What follows belongs to an exercise in optimizing a design on an open flow for small area; a production flow would make more cautious choices.
In this exercise RTL edits were held to simulation tests only and were not proved equivalent to the original.
The flow treats the clock pin as an ideal source. Dropping or thinning the clock tree relies on that and would not hold on a real chip.
Power is estimated from default activity; no workload was simulated.

--- config.mk ---
export PLATFORM = sky130hd
export DESIGN_NAME = classifier_top
export DESIGN_NICKNAME = classifier_top
export VERILOG_FILES = /design/flow/design.v
export SDC_FILE = /design/flow/constraint.sdc
export NUM_CORES = 4
export LEC_CHECK = 0
export CAP_MARGIN = 20
export CORE_MARGIN = 2
export CORE_UTILIZATION = 40
export GPL_TIMING_DRIVEN = 0
export SETUP_SLACK_MARGIN = -0.3
export SLEW_MARGIN = 20
export SYNTH_HIERARCHICAL = 1
export SYNTH_MINIMUM_KEEP_SIZE = 0
--- constraint.sdc ---
create_clock -name core_clock -period 6.5 [get_ports {clk}]
set_input_delay 1.3000 -clock core_clock [delete_from_list [all_inputs] [get_ports {clk}]]
set_output_delay 1.3000 -clock core_clock [all_outputs]
set_load 0.01 [all_outputs]
--- design.v ---
module classifier_top (
  input  wire clk,
  input  wire rst_n,
  input  wire signed [3:0]  x_int4,
  input  wire signed [7:0]  w_int8,
  input  wire new_feat,
  input  wire new_class,
  input  wire [2:0] class_id,
  output reg  signed [19:0] acc20,
  output wire signed [19:0] max_score,
  output reg  [2:0] max_class
);
  wire one1;
  c_and2 u_one1 (x_int4[0], new_feat, one1);
  wire two2;
  c_and3b u_two2 (x_int4[0], x_int4[1], new_feat, two2);
  wire neg3;
  c_and2 u_neg3 (x_int4[1], new_feat, neg3);
  wire one4;
  c_xor2 u_one4 (x_int4[1], x_int4[2], one4);
  wire one5;
  c_and2 u_one5 (one4, new_feat, one5);
  wire two6;
  c_xnor2 u_two6 (x_int4[2], x_int4[1], two6);
  wire two7;
  c_xor2 u_two7 (x_int4[3], x_int4[2], two7);
  wire two8;
  c_and3 u_two8 (two6, two7, new_feat, two8);
  wire neg9;
  c_and2 u_neg9 (x_int4[3], new_feat, neg9);
  wire sel10;
  c_nand2 u_sel10 (one1, w_int8[0], sel10);
  wire pp11;
  c_xnor2 u_pp11 (sel10, neg3, pp11);
  wire sel12;
  c_a22oi u_sel12 (one1, w_int8[1], two2, w_int8[0], sel12);
  wire pp13;
  c_xnor2 u_pp13 (sel12, neg3, pp13);
  wire sel14;
  c_a22oi u_sel14 (one1, w_int8[2], two2, w_int8[1], sel14);
  wire pp15;
  c_xnor2 u_pp15 (sel14, neg3, pp15);
  wire sel16;
  c_a22oi u_sel16 (one1, w_int8[3], two2, w_int8[2], sel16);
  wire pp17;
  c_xnor2 u_pp17 (sel16, neg3, pp17);
  wire sel18;
  c_a22oi u_sel18 (one1, w_int8[4], two2, w_int8[3], sel18);
  wire pp19;
  c_xnor2 u_pp19 (sel18, neg3, pp19);
  wire sel20;
  c_a22oi u_sel20 (one1, w_int8[5], two2, w_int8[4], sel20);
  wire pp21;
  c_xnor2 u_pp21 (sel20, neg3, pp21);
  wire sel22;
  c_a22oi u_sel22 (one1, w_int8[6], two2, w_int8[5], sel22);
  wire pp23;
  c_xnor2 u_pp23 (sel22, neg3, pp23);
  wire sel24;
  c_a22oi u_sel24 (one1, w_int8[7], two2, w_int8[6], sel24);
  wire pp25;
  c_xnor2 u_pp25 (sel24, neg3, pp25);
  wire sel26;
  c_a22oi u_sel26 (one1, w_int8[7], two2, w_int8[7], sel26);
  wire pp27;
  c_xor2 u_pp27 (sel26, neg3, pp27);
  wire sel28;
  c_nand2 u_sel28 (one5, w_int8[0], sel28);
  wire pp29;
  c_xnor2 u_pp29 (sel28, neg9, pp29);
  wire sel30;
  c_a22oi u_sel30 (one5, w_int8[1], two8, w_int8[0], sel30);
  wire pp31;
  c_xnor2 u_pp31 (sel30, neg9, pp31);
  wire sel32;
  c_a22oi u_sel32 (one5, w_int8[2], two8, w_int8[1], sel32);
  wire pp33;
  c_xnor2 u_pp33 (sel32, neg9, pp33);
  wire sel34;
  c_a22oi u_sel34 (one5, w_int8[3], two8, w_int8[2], sel34);
  wire pp35;
  c_xnor2 u_pp35 (sel34, neg9, pp35);
  wire sel36;
  c_a22oi u_sel36 (one5, w_int8[4], two8, w_int8[3], sel36);
  wire pp37;
  c_xnor2 u_pp37 (sel36, neg9, pp37);
  wire sel38;
  c_a22oi u_sel38 (one5, w_int8[5], two8, w_int8[4], sel38);
  wire pp39;
  c_xnor2 u_pp39 (sel38, neg9, pp39);
  wire sel40;
  c_a22oi u_sel40 (one5, w_int8[6], two8, w_int8[5], sel40);
  wire pp41;
  c_xnor2 u_pp41 (sel40, neg9, pp41);
  wire sel42;
  c_a22oi u_sel42 (one5, w_int8[7], two8, w_int8[6], sel42);
  wire pp43;
  c_xnor2 u_pp43 (sel42, neg9, pp43);
  wire sel44;
  c_a22oi u_sel44 (one5, w_int8[7], two8, w_int8[7], sel44);
  wire pp45;
  c_xor2 u_pp45 (sel44, neg9, pp45);
  wire f46, f47;
  c_fa u_f46 (acc20[0], neg3, pp11, f46, f47);
  wire f48, f49;
  c_fa u_f48 (acc20[1], pp13, f47, f48, f49);
  wire f50, f51;
  c_fa u_f50 (acc20[2], neg9, pp15, f50, f51);
  wire f52, f53;
  c_fa u_f52 (pp29, f50, f49, f52, f53);
  wire f54, f55;
  c_fa u_f54 (acc20[3], pp17, pp31, f54, f55);
  wire h56, h57;
  c_ha u_h56 (f51, f54, h56, h57);
  wire f58, f59;
  c_fa u_f58 (acc20[4], pp19, pp33, f58, f59);
  wire f60, f61;
  c_fa u_f60 (f55, f58, h57, f60, f61);
  wire f62, f63;
  c_fa u_f62 (acc20[5], pp21, pp35, f62, f63);
  wire h64, h65;
  c_ha u_h64 (f59, f62, h64, h65);
  wire f66, f67;
  c_fa u_f66 (acc20[6], pp23, pp37, f66, f67);
  wire f68, f69;
  c_fa u_f68 (f63, f66, h65, f68, f69);
  wire f70, f71;
  c_fa u_f70 (acc20[7], pp25, pp39, f70, f71);
  wire h72, h73;
  c_ha u_h72 (f67, f70, h72, h73);
  wire co74;
  c_nor2 u_co74 (acc20[8], pp27, co74);
  wire s75;
  c_xnor2 u_s75 (acc20[8], pp27, s75);
  wire f76, f77;
  c_fa u_f76 (pp41, s75, f71, f76, f77);
  wire co78;
  c_nor2 u_co78 (acc20[9], pp43, co78);
  wire s79;
  c_xor2 u_s79 (acc20[9], pp43, s79);
  wire s80;
  c_xor2 u_s80 (co74, s79, s80);
  wire h81;
  c_nor2 u_h81 (co74, s79, h81);
  wire i82;
  c_inv u_i82 (co78, i82);
  wire f83, f84;
  c_fa u_f83 (acc20[10], pp45, i82, f83, f84);
  wire h85, h86;
  c_ha u_h85 (h56, f53, h85, h86);
  wire s87;
  c_xnor2 u_s87 (f60, h86, s87);
  wire cy88;
  c_nand2 u_cy88 (f60, h86, cy88);
  wire pn89;
  c_xnor2 u_pn89 (h64, f61, pn89);
  wire gn90;
  c_nand2 u_gn90 (h64, f61, gn90);
  wire s91;
  c_xnor2 u_s91 (pn89, cy88, s91);
  wire cy92;
  c_o21ai u_cy92 (pn89, cy88, gn90, cy92);
  wire s93;
  c_xnor2 u_s93 (f68, cy92, s93);
  wire cy94;
  c_nand2 u_cy94 (f68, cy92, cy94);
  wire pn95;
  c_xnor2 u_pn95 (h72, f69, pn95);
  wire gn96;
  c_nand2 u_gn96 (h72, f69, gn96);
  wire s97;
  c_xnor2 u_s97 (pn95, cy94, s97);
  wire cy98;
  c_o21ai u_cy98 (pn95, cy94, gn96, cy98);
  wire gp99, gp100;
  c_ha u_gp99 (h73, f76, gp99, gp100);
  wire s101;
  c_xnor2 u_s101 (gp99, cy98, s101);
  wire cy102;
  c_a21oi u_cy102 (gp99, cy98, gp100, cy102);
  wire pn103;
  c_xnor2 u_pn103 (s80, f77, pn103);
  wire gn104;
  c_nand2 u_gn104 (s80, f77, gn104);
  wire s105;
  c_xnor2 u_s105 (pn103, cy102, s105);
  wire cy106;
  c_o21ai u_cy106 (pn103, cy102, gn104, cy106);
  wire gp107, gp108;
  c_ha u_gp107 (h81, f83, gp107, gp108);
  wire s109;
  c_xnor2 u_s109 (gp107, cy106, s109);
  wire cy110;
  c_a21oi u_cy110 (gp107, cy106, gp108, cy110);
  wire t111;
  c_xor2 u_t111 (f84, cy110, t111);
  wire s112;
  c_xnor2 u_s112 (acc20[11], t111, s112);
  wire fk113;
  c_xnor2 u_fk113 (acc20[11], f84, fk113);
  wire tc114;
  c_nand2 u_tc114 (t111, fk113, tc114);
  wire s115;
  c_xor2 u_s115 (acc20[12], tc114, s115);
  wire fk116;
  c_xor2 u_fk116 (acc20[12], f84, fk116);
  wire tc117;
  c_nor2 u_tc117 (tc114, fk116, tc117);
  wire s118;
  c_xnor2 u_s118 (acc20[13], tc117, s118);
  wire fk119;
  c_xnor2 u_fk119 (acc20[13], f84, fk119);
  wire tc120;
  c_nand2 u_tc120 (tc117, fk119, tc120);
  wire s121;
  c_xor2 u_s121 (acc20[14], tc120, s121);
  wire fk122;
  c_xor2 u_fk122 (acc20[14], f84, fk122);
  wire tc123;
  c_nor2 u_tc123 (tc120, fk122, tc123);
  wire s124;
  c_xnor2 u_s124 (acc20[15], tc123, s124);
  wire fk125;
  c_xnor2 u_fk125 (acc20[15], f84, fk125);
  wire tc126;
  c_nand2 u_tc126 (tc123, fk125, tc126);
  wire s127;
  c_xor2 u_s127 (acc20[16], tc126, s127);
  wire fk128;
  c_xor2 u_fk128 (acc20[16], f84, fk128);
  wire tc129;
  c_nor2 u_tc129 (tc126, fk128, tc129);
  wire s130;
  c_xnor2 u_s130 (acc20[17], tc129, s130);
  wire fk131;
  c_xnor2 u_fk131 (acc20[17], f84, fk131);
  wire tc132;
  c_nand2 u_tc132 (tc129, fk131, tc132);
  wire s133;
  c_xor2 u_s133 (acc20[18], tc132, s133);
  wire fk134;
  c_xor2 u_fk134 (acc20[18], f84, fk134);
  wire tc135;
  c_nor2 u_tc135 (tc132, fk134, tc135);
  wire s136;
  c_xnor2 u_s136 (acc20[19], tc135, s136);
  wire z137;
  c_nor2b u_z137 (new_class, f46, z137);
  wire z138;
  c_nor2b u_z138 (new_class, f48, z138);
  wire z139;
  c_nor2b u_z139 (new_class, f52, z139);
  wire z140;
  c_nor2b u_z140 (new_class, h85, z140);
  wire z141;
  c_nor2 u_z141 (new_class, s87, z141);
  wire z142;
  c_nor2 u_z142 (new_class, s91, z142);
  wire z143;
  c_nor2 u_z143 (new_class, s93, z143);
  wire z144;
  c_nor2 u_z144 (new_class, s97, z144);
  wire z145;
  c_nor2 u_z145 (new_class, s101, z145);
  wire z146;
  c_nor2 u_z146 (new_class, s105, z146);
  wire z147;
  c_nor2 u_z147 (new_class, s109, z147);
  wire z148;
  c_nor2 u_z148 (new_class, s112, z148);
  wire z149;
  c_nor2 u_z149 (new_class, s115, z149);
  wire z150;
  c_nor2 u_z150 (new_class, s118, z150);
  wire z151;
  c_nor2 u_z151 (new_class, s121, z151);
  wire z152;
  c_nor2 u_z152 (new_class, s124, z152);
  wire z153;
  c_nor2 u_z153 (new_class, s127, z153);
  wire z154;
  c_nor2 u_z154 (new_class, s130, z154);
  wire z155;
  c_nor2 u_z155 (new_class, s133, z155);
  wire z156;
  c_nor2 u_z156 (new_class, s136, z156);
  wire gt157;
  c_nor2b u_gt157 (max_q[0], acc20[0], gt157);
  wire mn158;
  c_inv u_mn158 (max_q[1], mn158);
  wire gt159;
  c_maj3 u_gt159 (acc20[1], mn158, gt157, gt159);
  wire mn160;
  c_inv u_mn160 (max_q[2], mn160);
  wire gt161;
  c_maj3 u_gt161 (acc20[2], mn160, gt159, gt161);
  wire mn162;
  c_inv u_mn162 (max_q[3], mn162);
  wire gt163;
  c_maj3 u_gt163 (acc20[3], mn162, gt161, gt163);
  wire mn164;
  c_inv u_mn164 (max_q[4], mn164);
  wire gt165;
  c_maj3 u_gt165 (acc20[4], mn164, gt163, gt165);
  wire mn166;
  c_inv u_mn166 (max_q[5], mn166);
  wire gt167;
  c_maj3 u_gt167 (acc20[5], mn166, gt165, gt167);
  wire mn168;
  c_inv u_mn168 (max_q[6], mn168);
  wire gt169;
  c_maj3 u_gt169 (acc20[6], mn168, gt167, gt169);
  wire mn170;
  c_inv u_mn170 (max_q[7], mn170);
  wire gt171;
  c_maj3 u_gt171 (acc20[7], mn170, gt169, gt171);
  wire cpx172;
  c_nor2b u_cpx172 (max_q[8], acc20[8], cpx172);
  wire cpy173;
  c_nand2b u_cpy173 (acc20[8], max_q[8], cpy173);
  wire gt174;
  c_a21oi u_gt174 (cpy173, gt171, cpx172, gt174);
  wire cpx175;
  c_nand2b u_cpx175 (max_q[9], acc20[9], cpx175);
  wire cpy176;
  c_nor2b u_cpy176 (acc20[9], max_q[9], cpy176);
  wire gt177;
  c_o21ai u_gt177 (cpy176, gt174, cpx175, gt177);
  wire cpx178;
  c_nor2b u_cpx178 (max_q[10], acc20[10], cpx178);
  wire cpy179;
  c_nand2b u_cpy179 (acc20[10], max_q[10], cpy179);
  wire gt180;
  c_a21oi u_gt180 (cpy179, gt177, cpx178, gt180);
  wire cpx181;
  c_nand2b u_cpx181 (max_q[11], acc20[11], cpx181);
  wire cpy182;
  c_nor2b u_cpy182 (acc20[11], max_q[11], cpy182);
  wire gt183;
  c_o21ai u_gt183 (cpy182, gt180, cpx181, gt183);
  wire cpx184;
  c_nor2b u_cpx184 (max_q[12], acc20[12], cpx184);
  wire cpy185;
  c_nand2b u_cpy185 (acc20[12], max_q[12], cpy185);
  wire gt186;
  c_a21oi u_gt186 (cpy185, gt183, cpx184, gt186);
  wire cpx187;
  c_nand2b u_cpx187 (max_q[13], acc20[13], cpx187);
  wire cpy188;
  c_nor2b u_cpy188 (acc20[13], max_q[13], cpy188);
  wire gt189;
  c_o21ai u_gt189 (cpy188, gt186, cpx187, gt189);
  wire cpx190;
  c_nor2b u_cpx190 (max_q[14], acc20[14], cpx190);
  wire cpy191;
  c_nand2b u_cpy191 (acc20[14], max_q[14], cpy191);
  wire gt192;
  c_a21oi u_gt192 (cpy191, gt189, cpx190, gt192);
  wire cpx193;
  c_nand2b u_cpx193 (max_q[15], acc20[15], cpx193);
  wire cpy194;
  c_nor2b u_cpy194 (acc20[15], max_q[15], cpy194);
  wire gt195;
  c_o21ai u_gt195 (cpy194, gt192, cpx193, gt195);
  wire cpx196;
  c_nor2b u_cpx196 (max_q[16], acc20[16], cpx196);
  wire cpy197;
  c_nand2b u_cpy197 (acc20[16], max_q[16], cpy197);
  wire gt198;
  c_a21oi u_gt198 (cpy197, gt195, cpx196, gt198);
  wire cpx199;
  c_nand2b u_cpx199 (max_q[17], acc20[17], cpx199);
  wire cpy200;
  c_nor2b u_cpy200 (acc20[17], max_q[17], cpy200);
  wire gt201;
  c_o21ai u_gt201 (cpy200, gt198, cpx199, gt201);
  wire cpx202;
  c_nor2b u_cpx202 (max_q[18], acc20[18], cpx202);
  wire cpy203;
  c_nand2b u_cpy203 (acc20[18], max_q[18], cpy203);
  wire gt204;
  c_a21oi u_gt204 (cpy203, gt201, cpx202, gt204);
  wire gt205;
  c_nor2 u_gt205 (acc20[19], gt204, gt205);
  wire updn206;
  c_nand2 u_updn206 (new_class, gt205, updn206);
  wire upd207;
  c_inv u_upd207 (updn206, upd207);
  wire md208;
  c_a22o u_md208 (upd207, acc20[0], updn206, max_q[0], md208);
  wire md209;
  c_a22o u_md209 (upd207, acc20[3], updn206, max_q[3], md209);
  wire md210;
  c_a22o u_md210 (upd207, acc20[6], updn206, max_q[6], md210);
  wire md211;
  c_a22o u_md211 (upd207, acc20[9], updn206, max_q[9], md211);
  wire md212;
  c_a22o u_md212 (upd207, acc20[12], updn206, max_q[12], md212);
  wire md213;
  c_a22o u_md213 (upd207, acc20[15], updn206, max_q[15], md213);
  wire md214;
  c_a22o u_md214 (upd207, acc20[18], updn206, max_q[18], md214);
  wire md215;
  c_a22o u_md215 (upd207, class_id[2], updn206, max_class[2], md215);
  wire updn216;
  c_nand2 u_updn216 (new_class, gt205, updn216);
  wire upd217;
  c_inv u_upd217 (updn216, upd217);
  wire md218;
  c_a22o u_md218 (upd217, acc20[1], updn216, max_q[1], md218);
  wire md219;
  c_a22o u_md219 (upd217, acc20[4], updn216, max_q[4], md219);
  wire md220;
  c_a22o u_md220 (upd217, acc20[7], updn216, max_q[7], md220);
  wire md221;
  c_a22o u_md221 (upd217, acc20[10], updn216, max_q[10], md221);
  wire md222;
  c_a22o u_md222 (upd217, acc20[13], updn216, max_q[13], md222);
  wire md223;
  c_a22o u_md223 (upd217, acc20[16], updn216, max_q[16], md223);
  wire md224;
  c_a22o u_md224 (upd217, class_id[0], updn216, max_class[0], md224);
  wire updn225;
  c_nand2 u_updn225 (new_class, gt205, updn225);
  wire upd226;
  c_inv u_upd226 (updn225, upd226);
  wire md227;
  c_a22o u_md227 (upd226, acc20[2], updn225, max_q[2], md227);
  wire md228;
  c_a22o u_md228 (upd226, acc20[5], updn225, max_q[5], md228);
  wire md229;
  c_a22o u_md229 (upd226, acc20[8], updn225, max_q[8], md229);
  wire md230;
  c_a22o u_md230 (upd226, acc20[11], updn225, max_q[11], md230);
  wire md231;
  c_a22o u_md231 (upd226, acc20[14], updn225, max_q[14], md231);
  wire md232;
  c_a22o u_md232 (upd226, acc20[17], updn225, max_q[17], md232);
  wire md233;
  c_a22o u_md233 (upd226, class_id[1], updn225, max_class[1], md233);
  wire [19:0] acc_d = {z156, z155, z154, z153, z152, z151, z150, z149, z148, z147, z146, z145, z144, z143, z142, z141, z140, z139, z138, z137};
  wire [18:0] max_d = {md214, md232, md223, md213, md231, md222, md212, md230, md221, md211, md229, md220, md210, md228, md219, md209, md227, md218, md208};
  wire [2:0] cls_d = {md215, md233, md224};
  reg [18:0] max_q;
  assign max_score = {1'b0, max_q};
  always @(posedge clk or negedge rst_n) begin
    if (!rst_n) begin
      acc20     <= 20'd0;
      max_q     <= 19'd0;
      max_class <= 3'd0;
    end else begin
      acc20     <= acc_d;
      max_q     <= max_d;
      max_class <= cls_d;
    end
  end
endmodule
module c_a21oi (input a1, input a2, input b1, output y);
  assign y = ~((a1 & a2) | b1);
endmodule
module c_a22o (input a1, input a2, input b1, input b2, output y);
  assign y = (a1 & a2) | (b1 & b2);
endmodule
module c_a22oi (input a1, input a2, input b1, input b2, output y);
  assign y = ~((a1 & a2) | (b1 & b2));
endmodule
module c_and2 (input a, input b, output y);
  assign y = a & b;
endmodule
module c_and3 (input a, input b, input c, output y);
  assign y = a & b & c;
endmodule
module c_and3b (input an, input b, input c, output y);
  assign y = ~an & b & c;
endmodule
module c_fa (input a, input b, input c, output s, output co);
  assign s = a ^ b ^ c;
  assign co = (a & b) | (a & c) | (b & c);
endmodule
module c_ha (input a, input b, output s, output co);
  assign s = a ^ b;
  assign co = a & b;
endmodule
module c_inv (input a, output y);
  assign y = ~a;
endmodule
module c_maj3 (input a, input b, input c, output y);
  assign y = (a & b) | (a & c) | (b & c);
endmodule
module c_nand2 (input a, input b, output y);
  assign y = ~(a & b);
endmodule
module c_nand2b (input an, input b, output y);
  assign y = an | ~b;
endmodule
module c_nor2 (input a, input b, output y);
  assign y = ~(a | b);
endmodule
module c_nor2b (input a, input bn, output y);
  assign y = ~a & bn;
endmodule
module c_o21ai (input a1, input a2, input b1, output y);
  assign y = ~((a1 | a2) & b1);
endmodule
module c_xnor2 (input a, input b, output y);
  assign y = ~(a ^ b);
endmodule
module c_xor2 (input a, input b, output y);
  assign y = a ^ b;
endmodule
--- flow/run.sh ---
#!/bin/bash
# The standard layout (standard.sh) with these changes to how the layout is made:
#  - the port buffers that buffer_ports inserts are sky130_fd_sc_hd__buf_1;
#  - clock tree synthesis inserts no dummy loads, and its tree (a root buffer and leaf
#    buffers) is then reduced to 3 leaf buffers (collapse.tcl), each register still clocked
#    through the root and one leaf;
#  - the reset port's buffer is made sky130_fd_sc_hd__buf_4 before repair_design (rst.tcl),
#    since it drives every register's reset;
#  - after the standard synthesis (run unchanged), combinational cells that synthesis
#    upsized are set back to their smallest drive strength (downsize.tcl); the floorplan's
#    timing repair and the later repair steps upsize again wherever timing needs it.
# Each tool's output goes to its own log file here.
set -euo pipefail
export BUFFER_PORTS_ARGS="-buffer_cell sky130_fd_sc_hd__buf_1"
export CTS_ARGS="-sink_clustering_enable -repair_clock_nets -dont_use_dummy_load"
export POST_CTS_TCL=$PWD/flow/collapse.tcl CLK_KEEP=3
export PRE_RESIZE_TCL=$PWD/flow/rst.tcl RST_BUF_CELL=sky130_fd_sc_hd__buf_4
export CLK_LEAF_CELL=sky130_fd_sc_hd__clkbuf_8 CLK_ROOT_CELL=sky130_fd_sc_hd__clkbuf_4
bash standard.sh synth > synth.log 2>&1
export RESULTS=orfs/results/sky130hd/classifier_top/base
openroad -no_init -exit flow/downsize.tcl > downsize.log 2>&1
bash standard.sh finish > standard_flow.log 2>&1
--- flow/collapse.tcl ---
# Reduce the clock tree that clock_tree_synthesis built (a root buffer feeding leaf buffers)
# to $::env(CLK_KEEP) leaf buffers: the sinks of every other leaf move to the nearest kept
# leaf. Kept leaves become $::env(CLK_LEAF_CELL), the root $::env(CLK_ROOT_CELL). The clock
# still reaches every register through buffers, all at the same depth.
set block [ord::get_db_block]
set clk_net [$block findNet clk]
set roots {}
foreach it [$clk_net getITerms] {
  if {[$it isInputSignal]} { lappend roots [$it getInst] }
}
proc inst_xy {inst} {
  set b [$inst getBBox]
  return [list [expr {([$b xMin] + [$b xMax]) / 2}] [expr {([$b yMin] + [$b yMax]) / 2}]]
}
if {[llength $roots] != 1} {
  puts "collapse: clock port feeds [llength $roots] cells; left as is"
} else {
  set root [lindex $roots 0]
  set n0 [[$root findITerm X] getNet]
  set leaves {}
  foreach it [$n0 getITerms] {
    if {[$it isInputSignal] && [string match *clkbuf* [[[$it getInst] getMaster] getName]]} {
      lappend leaves [$it getInst]
    }
  }
  set keep [expr {min($::env(CLK_KEEP), [llength $leaves])}]
  # keep the leaves farthest apart: greedy, starting from the first
  set kept [list [lindex $leaves 0]]
  while {[llength $kept] < $keep} {
    set bestl ""; set bestd -1
    foreach l $leaves {
      if {[lsearch -exact $kept $l] >= 0} { continue }
      lassign [inst_xy $l] x y
      set dmin 1e30
      foreach k $kept { lassign [inst_xy $k] kx ky; set d [expr {abs($x-$kx)+abs($y-$ky)}]; if {$d < $dmin} { set dmin $d } }
      if {$dmin > $bestd} { set bestd $dmin; set bestl $l }
    }
    lappend kept $bestl
  }
  set moved 0
  foreach l $leaves {
    if {[lsearch -exact $kept $l] >= 0} { continue }
    set n1 [[$l findITerm X] getNet]
    foreach s [$n1 getITerms] {
      if {![$s isInputSignal]} { continue }
      lassign [inst_xy [$s getInst]] x y
      set best ""; set bd 1e30
      foreach k $kept { lassign [inst_xy $k] kx ky; set d [expr {abs($x-$kx)+abs($y-$ky)}]; if {$d < $bd} { set bd $d; set best $k } }
      $s disconnect
      $s connect [[$best findITerm X] getNet]
      incr moved
    }
    [$l findITerm A] disconnect
    [$l findITerm X] disconnect
    odb::dbInst_destroy $l
    odb::dbNet_destroy $n1
  }
  foreach k $kept { replace_cell [$k getName] $::env(CLK_LEAF_CELL) }
  replace_cell [$root getName] $::env(CLK_ROOT_CELL)
  puts "collapse: kept [llength $kept] of [llength $leaves] leaves, moved $moved sinks"
}
--- flow/downsize.tcl ---
# Set every combinational cell of the synthesized netlist to its smallest-area variant of
# the same function (e.g. nor2b_4 -> nor2b_1). Registers, buffers and tie cells are kept.
set results $::env(RESULTS)
read_db $results/1_synth.odb
read_liberty $::env(FLOW_HOME)/platforms/sky130hd/lib/sky130_fd_sc_hd__tt_025C_1v80.lib
set db [ord::get_db]
set block [[$db getChip] getBlock]
set n 0
foreach inst [$block getInsts] {
  set m [[$inst getMaster] getName]
  if {![regexp {^sky130_fd_sc_hd__([a-z0-9]+)_([0-9]+)$} $m -> base size]} { continue }
  if {[regexp {^(df|edf|sdf|dl|buf|clkbuf|clkdly|dlygate|dlymetal|conb|tap|fill|decap|diode|lpflow|probe)} $base]} { continue }
  set best $m
  set best_area [[$inst getMaster] getWidth]
  foreach s {0 1 2} {
    set cand "sky130_fd_sc_hd__${base}_$s"
    set cm [$db findMaster $cand]
    if {$cm == "NULL" || $cand == $m} { continue }
    if {[get_lib_cells -quiet $cand] == ""} { continue }
    if {[$cm getWidth] < $best_area} {
      set best $cand
      set best_area [$cm getWidth]
    }
  }
  if {$best != $m} {
    puts "[$inst getName]: $m -> $best"
    replace_cell [$inst getName] $best
    incr n
  }
}
puts "downsized $n cells"
write_db $results/1_synth.odb
--- flow/rst.tcl ---
# Size the reset input's port buffer for its load (all register resets) up front
set block [ord::get_db_block]
set bt [$block findBTerm rst_n]
set net [$bt getNet]
foreach it [$net getITerms] {
  if {[$it isInputSignal]} {
    set inst [$it getInst]
    puts "rst buffer [$inst getName] [[$inst getMaster] getName] -> $::env(RST_BUF_CELL)"
    replace_cell [$inst getName] $::env(RST_BUF_CELL)
  }
}
--- standard.sh ---
#!/bin/bash
# synth_recipe.tcl (not shown) runs the flow's synth.tcl, then flattens the netlist and writes it again
# the make line also repeats each setting of config.mk as NAME=value (left out here)
make -C /OpenROAD-flow-scripts/flow DESIGN_CONFIG=/design/flow/config.mk WORK_HOME=/design/flow/orfs CLKGATE_MAP_FILE= SYNTH_SCRIPT=/design/flow/synth_recipe.tcl "${@:-finish}"
==> summary.txt <==
actual slew at the worst max-slew pin 0.9998 ns; Critical Path Sink Type flop; die area 7446 um^2; RSZ-0062 raised after global routing no; Worst path most repeated cell nand2_1; clock skew 0.02956 ns; initial antenna violation count 0; family with the most delay on the worst path simple AND/OR/NAND/NOR gates; Nets 362; GRT Resource Usage Total 15.53%; Clk pin slew, worst setup/hold paths ~0.08 ns; reg2reg path depth 23; DRT iter0 DRCs between 40 and 50; Comb pwr share 60.6%; layout cells sized above 1 1.863%; vias in the first global route 1,879; PD cells 486.4 nW/um^2; end of the critical path acc20[19]; HPWL Detailed 4183 um; DP Area just over 3000 um^2; flop-to-flop setup slack roughly 0.96 ns; Warnings, synthesis 7; CP max FO 9; top-level port count 62; Synthesized Nets 296; RD Place Congestion 0.7396; clock power share under 10%; leakage approximately 1.3 nW; Avg Synthesized Cell Area 10.50 um^2; DRC errors left 0; first-pass GRT wire length 9066 um; Fin Hold WS 0.5001 ns; Worst-Skew Late Latency 0.34 ns; area delta synth->final 13.81%; max-slew violation count 0; clk sinks 42; worst path bufs/invs 1; Net Switching between 0.6 and 0.7 mW; pin count of the biggest net entering global routing 43; max-cap check violation count 0; metal3 WL about 190 um; Pre-Repair DR Iteration Count 6; row count 29; fillcell total 624; post-synthesis cell count approximately 260; min Tclk post-route 5.925 ns; CP Data Arrival Time a little over 6 ns; die width 86.29 um; sequential power share 30.9%; Pint 0.8090 mW; met2 wire length 2499 um; Worst Path Required 6.66 ns; Slew HR 33.35%; Final Cycle Share 91.16%; WS Path Type primary input to flop; R2R Path End max_q[0]; endpoints failing hold 0; Initial Util 41.94%; Worst VDD drop 0.0001358 V; WL per Instance between 10 and 15 um; Setup TNS Final 0 ns; Max Clk Rate 168.8 MHz; Max stage delay on crit path 0.51 ns; # diodes 0; critical path startpoint x_int4[2]; status finished clean; Die Y 86.29 um; via-per-instance ratio 5.028; Overflow after GRT 0; Port Buffers 60; Crit. path cell count 26; switch share 46.05%; DRT met1 WL 2753 um; crit start category primary input; final WL 5477 um; FF-to-FF Start acc20[0]; top layer in use met4; fin area approximately 3100 um^2; Cell Area, Synth 2709 um^2; setup violators final 0; Slowest-stage cell, CP fa_1; core box area 6459 um^2; vias post-DR 2,006; remaining antenna violation count 0; Hold Crit Class flop to flop
-- layer usage --
layer / global-route usage, % / vias to the layer above
met3: 2.667 / 4
met4: 4.261 / 0
met2: 25.30 / 47
met5: 0 / -
met1: 21.55 / 948
li1: - / 1007
-- through the flow --
step,power (mW),setup WS (ns),instances,utilization (%)
after floorplan,1.141,0.9443,258,-
after global placement,1.372,0.3616,395,46.92
after detailed placement,1.392,0.2500,395,46.98
after global routing,1.654,0.06227,399,47.73
final,1.500,0.5748,399,47.73
-- power by group through the flow --
stage | combinational [mW] | clock (mW) | sequential [mW]
global placement | 0.904 | 0 | 0.468
finish | 0.909 | 0.127 | 0.464
floorplan | 0.653 | 0 | 0.488
detailed placement | 0.921 | 0 | 0.471
global route | 1.03 | 0.140 | 0.482
-- sequential cells by signal, indices dropped and copies added (netlist names) --
register,count
max_q,19
max_class,3
acc20,20
-- placed cells by master, fill, tap and decap left out, types with 11 or more instances in the layout --
cell,n
buf_1,59
dfrtp_1,42
xnor2_1,37
nor2_1,24
a22o_1,22
nor2b_1,16
a22oi_1,16
xor2_1,15
nand2_1,14
fa_1,13
nand2b_1,11
inv_1,11
-- worst min-delay path by stage --
stage	startpoint	to	slack, ns	cells after the start
3_3_place_gp	max_class[1]	max_class[1]	0.48	1
6_report	max_class[1]	max_class[1]	0.50	1
2_1_floorplan	max_class[0]	max_class[0]	0.53	1
3_5_place_dp	max_class[2]	max_class[2]	0.48	1
5_1_grt	max_class[0]	max_class[0]	0.52	1
-- worst register-to-register path: stages, from the launching register on --
cell and delay (ns):
dfrtp_1 0.43, nor2b_1 0.15, maj3_1 0.35, maj3_1 0.36, maj3_1 0.37, maj3_1 0.37
maj3_1 0.36, maj3_1 0.36, maj3_1 0.38, a21oi_1 0.15, o21ai_1 0.09, a21oi_1 0.12
o21ai_1 0.09, a21oi_1 0.16, o21ai_1 0.09, a21oi_1 0.14, o21ai_1 0.09, a21oi_1 0.12
o21ai_1 0.09, a21oi_1 0.13, nor2_1 0.09, nand2_1 0.33, inv_1 0.32, a22o_1 0.31
-- final cells by class --
cell class	instances	area (um^2)	area share, %
Clock buffer	4	48.80	1.583
Multi-Input combinational cell	204	1609	52.19
Buffer	1	7.507	0.2435
Sequential cell	42	1051	34.09
Timing Repair Buffer	60	229.0	7.427
Tap cell	77	96.34	3.125
Inverter	11	41.29	1.339

-- static timing again, ports no longer ideal --
How much do the figures lean on ideal ports? The routed layout below was timed once more, with nothing changed but the port constraints.
Step 1, drivers: a clkbuf_16 drives clk and a buf_2 each remaining input, both assumed.
Step 2, shift: input delay + t, output delay - t, t = (earliest + latest rising clock arrival at the registers) / 2. This alone moves slack from input paths to output paths.
a / b / c = ideal / step 1 / step 2; a / b = the first two.
t (ns): 0.349
setup WS [ns]: 0.575 / 0.577 / 0.228
worst setup path at the end: input to register
latest minus earliest clock arrival (ns): 0.030 / 0.030
cell pins on the clock port's net: 1
After both steps this run still meets setup and hold. For this run, drivers alone change the setup slack by +0.002 ns; drivers and shift together by -0.347 ns.
